Source: an optimization exercise on an open RTL-to-GDS flow (aim: small area, a short achievable clock period and few clock cycles). Production flows keep margins and buffers that such runs may drop. Where RTL was checked, it was by simulation tests only, not by an equivalence proof against the original. Power figures rest on the tool's default switching activity, not on a simulated workload.

## bubble_sort
module bubble_sort(
input clk,
input rst_n,
input [63:0] data,
input en,
output logic [7:0] data_o,
output logic [63:0] data_sort_o,
output logic wr_en,
output logic last
);
==> module bubble_sort, before the edit <==
module bubble_sort(
input clk,
input rst_n,
input [63:0] data,
input en,
output logic [7:0] data_o,
output logic [63:0] data_sort_o,
output logic wr_en,
output logic last
);
function automatic logic le8(input logic [7:0] x, input logic [7:0] y);
  logic [7:0] g, l;
  logic [3:0] g2, l2;
  logic [1:0] g4, l4;
  g = x & ~y;
  l = ~x & y;
  for (int k = 0; k < 4; k++) begin
    g2[k] = g[2*k+1] | (~l[2*k+1] & g[2*k]);
    l2[k] = l[2*k+1] | (~g[2*k+1] & l[2*k]);
  end
  for (int k = 0; k < 2; k++) begin
    g4[k] = g2[2*k+1] | (~l2[2*k+1] & g2[2*k]);
    l4[k] = l2[2*k+1] | (~g2[2*k+1] & l2[2*k]);
  end
  le8 = ~(g4[1] | (~l4[1] & g4[0]));
endfunction
logic [7:0] a [4];       
logic [7:0] b [4];
logic [3:0] sela;        
logic [3:0] h1;          
logic [3:0] e;           
logic [55:0] srt;        
logic [7:0] rem;         
logic [2:0] cnt;         
logic busy;
logic [7:0] hd [4];
always_comb
  for (int i = 0; i < 4; i++) hd[i] = sela[i] ? a[i] : b[i];
logic c [4][4];          
logic [3:0] win;
always_comb begin
  for (int i = 0; i < 4; i++)
    for (int j = 0; j < 4; j++)
      c[i][j] = e[j] | (~e[i] & le8(hd[i], hd[j]));
  for (int i = 0; i < 4; i++) begin
    win[i] = busy;
    for (int j = 0; j < 4; j++)
      if (j > i) win[i] = win[i] & c[i][j];
      else if (j < i) win[i] = win[i] & ~c[j][i];
  end
end
logic [7:0] m, rem_nxt;
always_comb begin
  m = 8'd0;
  rem_nxt = 8'd0;
  for (int i = 0; i < 4; i++) begin
    m = m | ({8{win[i] & sela[i]}} & a[i]) | ({8{win[i] & ~sela[i]}} & b[i]);
    rem_nxt = rem_nxt
      | ({8{(win[i] & ~h1[i] & ~sela[i]) | (~win[i] & ~e[i] & sela[i])}} & a[i])
      | ({8{(win[i] & ~h1[i] & sela[i]) | (~win[i] & ~e[i] & ~sela[i])}} & b[i]);
  end
end
always_ff @(posedge clk) begin
  for (int i = 0; i < 4; i++) begin
    if (!busy) begin
      a[i]    <= data[16*i +: 8];
      b[i]    <= data[16*i+8 +: 8];
      sela[i] <= le8(data[16*i +: 8], data[16*i+8 +: 8]);
      h1[i]   <= 1'b0;
      e[i]    <= 1'b0;
    end else if (win[i]) begin
      sela[i] <= ~sela[i];
      h1[i]   <= 1'b1;
      e[i]    <= h1[i];
    end
  end
  if (busy) srt <= {srt[47:0], m};
  if (busy && cnt == 3'd6) rem <= rem_nxt;
  cnt <= en ? 3'd0 : cnt + 3'd1;
end
always_ff @(posedge clk or negedge rst_n)
  if (!rst_n) begin
    busy  <= 1'b0;
    wr_en <= 1'b0;
    last  <= 1'b1;
  end else begin
    busy  <= en | (busy & (cnt != 3'd6));
    wr_en <= busy;
    last  <= ~(en | (busy & (cnt != 3'd6)));
  end
assign data_o = srt[7:0];
assign data_sort_o = {srt, rem};
endmodule
clock: 5.0 ns
lec_check: 0
cap_margin: 20
core_margin: 2
core_utilization: 40
slew_margin: 20
standard.sh (not shown) runs the stock make flow with config.mk's settings and CLKGATE_MAP_FILE= SYNTH_SCRIPT=/design/flow/synth_recipe.tcl, a recipe that flattens the netlist after the stock synthesis.
==> flow/flow/run.sh <==
#!/bin/bash
set -euo pipefail
export BUFFER_PORTS_ARGS="-buffer_cell sky130_fd_sc_hd__buf_1"
bash standard.sh > flow_standard.log 2>&1
Testbench counts at the start, summed over its fixed seeds: cycles 12,800.
Then changed:
--- a/flow/design.v
+++ b/flow/design.v
@@ -25,16 +25,18 @@
   le8 = ~(g4[1] | (~l4[1] & g4[0]));
 endfunction
-logic [7:0] a [4];       
-logic [7:0] b [4];
-logic [3:0] sela;        
-logic [3:0] h1;          
-logic [3:0] e;           
+logic [7:0] lo [4];      
+logic [7:0] hi [4];      
 logic [55:0] srt;        
 logic [7:0] rem;         
 logic [2:0] cnt;         
 logic busy;
-logic [7:0] hd [4];
+logic [7:0] pa [4], pb [4];
+logic [3:0] ple;
 always_comb
-  for (int i = 0; i < 4; i++) hd[i] = sela[i] ? a[i] : b[i];
+  for (int i = 0; i < 4; i++) begin
+    pa[i] = data[16*i +: 8];
+    pb[i] = data[16*i+8 +: 8];
+    ple[i] = le8(pa[i], pb[i]);
+  end
 logic c [4][4];          
 logic [3:0] win;
@@ -42,5 +44,5 @@
   for (int i = 0; i < 4; i++)
     for (int j = 0; j < 4; j++)
-      c[i][j] = e[j] | (~e[i] & le8(hd[i], hd[j]));
+      c[i][j] = le8(lo[i], lo[j]);
   for (int i = 0; i < 4; i++) begin
     win[i] = busy;
@@ -53,28 +55,21 @@
 always_comb begin
   m = 8'd0;
-  rem_nxt = 8'd0;
+  rem_nxt = 8'hff;
   for (int i = 0; i < 4; i++) begin
-    m = m | ({8{win[i] & sela[i]}} & a[i]) | ({8{win[i] & ~sela[i]}} & b[i]);
-    rem_nxt = rem_nxt
-      | ({8{(win[i] & ~h1[i] & ~sela[i]) | (~win[i] & ~e[i] & sela[i])}} & a[i])
-      | ({8{(win[i] & ~h1[i] & sela[i]) | (~win[i] & ~e[i] & ~sela[i])}} & b[i]);
+    m = m | (lo[i] & {8{win[i]}});
+    rem_nxt = rem_nxt & hi[i] & (lo[i] | {8{win[i]}});
   end
 end
 always_ff @(posedge clk) begin
-  for (int i = 0; i < 4; i++) begin
-    if (!busy) begin
-      a[i]    <= data[16*i +: 8];
-      b[i]    <= data[16*i+8 +: 8];
-      sela[i] <= le8(data[16*i +: 8], data[16*i+8 +: 8]);
-      h1[i]   <= 1'b0;
-      e[i]    <= 1'b0;
+  for (int i = 0; i < 4; i++)
+    if (en) begin
+      lo[i] <= ple[i] ? pa[i] : pb[i];
+      hi[i] <= ple[i] ? pb[i] : pa[i];
     end else if (win[i]) begin
-      sela[i] <= ~sela[i];
-      h1[i]   <= 1'b1;
-      e[i]    <= h1[i];
+      lo[i] <= hi[i];
+      hi[i] <= 8'hff;
     end
-  end
   if (busy) srt <= {srt[47:0], m};
-  if (busy && cnt == 3'd6) rem <= rem_nxt;
+  rem <= rem_nxt;
   cnt <= en ? 3'd0 : cnt + 3'd1;
 end
- total power went down by about 16%
- core utilization went down by 1.4 points
- via count went down by 3.3%
- maximum frequency went up by 35%
- design area went down by 3.5%
- routed wire length went down by about 18%
- worst setup slack improved by 1.1 ns
- count of clock-buffer cells in the layout went down by 2
- register-to-register slack improved by 1.2 ns
- die area went down by about 2%
- clock skew hardly moves
Testbench counts after the change, summed over its fixed seeds: cycles 12,800.

---

before:
Another version of the RTL of bubble_sort (not shown whole).
Size in the first run: about 790 cells after synthesis, ~130 flip-flops, about 140 I/O pins, ~6700 um^2 of cells after synthesis.
==> module bubble_sort, before the edit <==
module bubble_sort(
input clk,
input rst_n,
input [63:0] data,
input en,
output logic [7:0] data_o,
output logic [63:0] data_sort_o,
output logic wr_en,
output logic last
);
function automatic logic le8(input logic [7:0] x, input logic [7:0] y);
  logic [7:0] g, l;
  logic gt;
  g = x & ~y;
  l = ~x & y;
  gt = 1'b0;
  for (int i = 0; i < 8; i++) begin
    logic t;
    t = g[i];
    for (int j = i + 1; j < 8; j++) t = t & ~g[j] & ~l[j];
    gt = gt | t;
  end
  le8 = ~gt;
endfunction
logic [7:0] lo [4];      
logic [7:0] hi [4];      
logic [55:0] srt;        
logic [2:0] cnt;         
logic busy;              
logic [7:0] pa [4], pb [4];
logic [3:0] ple;
always_comb
  for (int i = 0; i < 4; i++) begin
    pa[i] = data[16*i +: 8];
    pb[i] = data[16*i+8 +: 8];
    ple[i] = le8(pa[i], pb[i]);
  end
logic c [4][4];          
logic [3:0] win;
always_comb begin
  for (int i = 0; i < 4; i++)
    for (int j = 0; j < 4; j++)
      c[i][j] = le8(lo[i], lo[j]);
  for (int i = 0; i < 4; i++) begin
    win[i] = busy;
    for (int j = 0; j < 4; j++)
      if (j > i) win[i] = win[i] & c[i][j];
      else if (j < i) win[i] = win[i] & ~c[j][i];
  end
end
logic [7:0] m, rem;
always_comb begin
  m = 8'd0;
  rem = 8'hff;
  for (int i = 0; i < 4; i++) begin
    m = m | (lo[i] & {8{win[i]}});
    rem = rem & lo[i];
  end
end
always_ff @(posedge clk) begin
  for (int i = 0; i < 4; i++)
    if (en) begin
      lo[i] <= ple[i] ? pa[i] : pb[i];
      hi[i] <= ple[i] ? pb[i] : pa[i];
    end else if (win[i]) begin
      lo[i] <= hi[i];
      hi[i] <= 8'hff;
    end
  if (busy) srt <= {srt[47:0], m};
  cnt <= en ? 3'd0 : cnt + 3'd1;
end
always_ff @(posedge clk or negedge rst_n)
  if (!rst_n) begin
    wr_en <= 1'b0;
    last  <= 1'b1;
  end else begin
    wr_en <= busy;
    last  <= ~(en | (busy & (cnt != 3'd6)));
  end
assign busy = ~last;
assign data_o = srt[7:0];
assign data_sort_o = {srt, rem};
endmodule
==> flow/config.mk <==
export PLATFORM = sky130hd
export DESIGN_NAME = bubble_sort
export DESIGN_NICKNAME = bubble_sort
export VERILOG_FILES = /design/flow/design.v
export SDC_FILE = /design/flow/constraint.sdc
export NUM_CORES = 4
export LEC_CHECK = 0
export ABC_AREA = 1
export CAP_MARGIN = 20
export CORE_MARGIN = 2
export CORE_UTILIZATION = 60
export CTS_BUF_LIST = sky130_fd_sc_hd__clkbuf_8
export SETUP_SLACK_MARGIN = 2.4
export SLEW_MARGIN = 20
export TNS_END_PERCENT = 5
==> flow/constraint.sdc <==
create_clock -name core_clock -period 5.0 [get_ports {clk}]
set_input_delay 1.0000 -clock core_clock [delete_from_list [all_inputs] [get_ports {clk}]]
set_output_delay 1.0000 -clock core_clock [all_outputs]
set_load 0.01 [all_outputs]
Scripts as last shown in full above: flow/flow/run.sh
Testbench counts of before, summed over its fixed seeds: cycles 12,800.
[inputs] after vs before
--- a/flow/design.v
+++ b/flow/design.v
@@ -56,18 +56,15 @@
     m = m | (lo[i] & {8{win[i]}});
     rem = rem & lo[i];
   end
 end
 always_ff @(posedge clk) begin
   for (int i = 0; i < 4; i++)
-    if (en) begin
-      lo[i] <= ple[i] ? pa[i] : pb[i];
-      hi[i] <= ple[i] ? pb[i] : pa[i];
-    end else if (win[i]) begin
-      lo[i] <= hi[i];
-      hi[i] <= 8'hff;
+    if (en || win[i]) begin
+      lo[i] <= last ? (ple[i] ? pa[i] : pb[i]) : hi[i];
+      hi[i] <= last ? (ple[i] ? pb[i] : pa[i]) : 8'hff;
     end
   if (busy) srt <= {srt[47:0], m};
   cnt <= en ? 3'd0 : cnt + 3'd1;
 end
 always_ff @(posedge clk or negedge rst_n)
   if (!rst_n) begin
### Flow results
- Reported for before and after, number of setup violations in the final report turned out identical to the last digit.
- Looking at met1 capacity usage during global routing across before and after, the one that comes out lower is before.
- Of before and after, after shows the higher maximum frequency from static timing analysis, with before below it.
- Relative to before, the core utilization of after is higher by 0.56 points.
- after against before: first-pass GRT wire length lost 0.53%; cell area after synthesis rose by about 0.6%.
- On ratio of final minimum period to clock period: between before and after, it ends up lower for after.
- Going from before to after, power density normalized to cell area moved down, routed metal-1 wirelength saw an increase, sequential-to-total area share from yosys stat lost 0.35 points.
- Taking before as the reference point, the worst setup slack of after rises by 0.022 ns.
- [compare] base=before new=after: via count of the first global-routing pass held, synthesized cell count held.
For after, only the layout was checked, not whether the RTL still works.

-- what the ideal ports hide --
No port has a modelled driver above. Below, the same layouts with a new extraction and two added sets of constraints.
Step 1 assumes that a clkbuf_16 drives the clock port and a buf_2 every other input.
Step 2 times the ports against the registers' clock, not the clock port: input delays grow and output delays shrink by t, the midpoint of the rising clock arrivals with the driver on.
a / b / c = ideal / step 1 / step 2; a / b = the first two.
run	shift t [ns]	setup WS [ns]	worst setup path after step 2	clock arrival spread, ns	worst data-port slew with drivers (ns)
the first run of note 1	0.469	0.617 / 0.617 / 0.617	register to register	0.008 / 0.007	0.03
the second run of note 1	0.453	1.763 / 1.783 / 1.330	input to register	0.011 / 0.010	0.05
before	0.468	2.331 / 2.292 / 2.070	input to register	0.009 / 0.009	0.05
after	0.460	2.353 / 2.316 / 2.146	input to register	0.012 / 0.012	0.03
After both steps setup and hold are still met in every run listed. The setup slack of the second run of note 1, which loses most, moves by +0.020 ns with the drivers and by -0.433 ns with both steps.
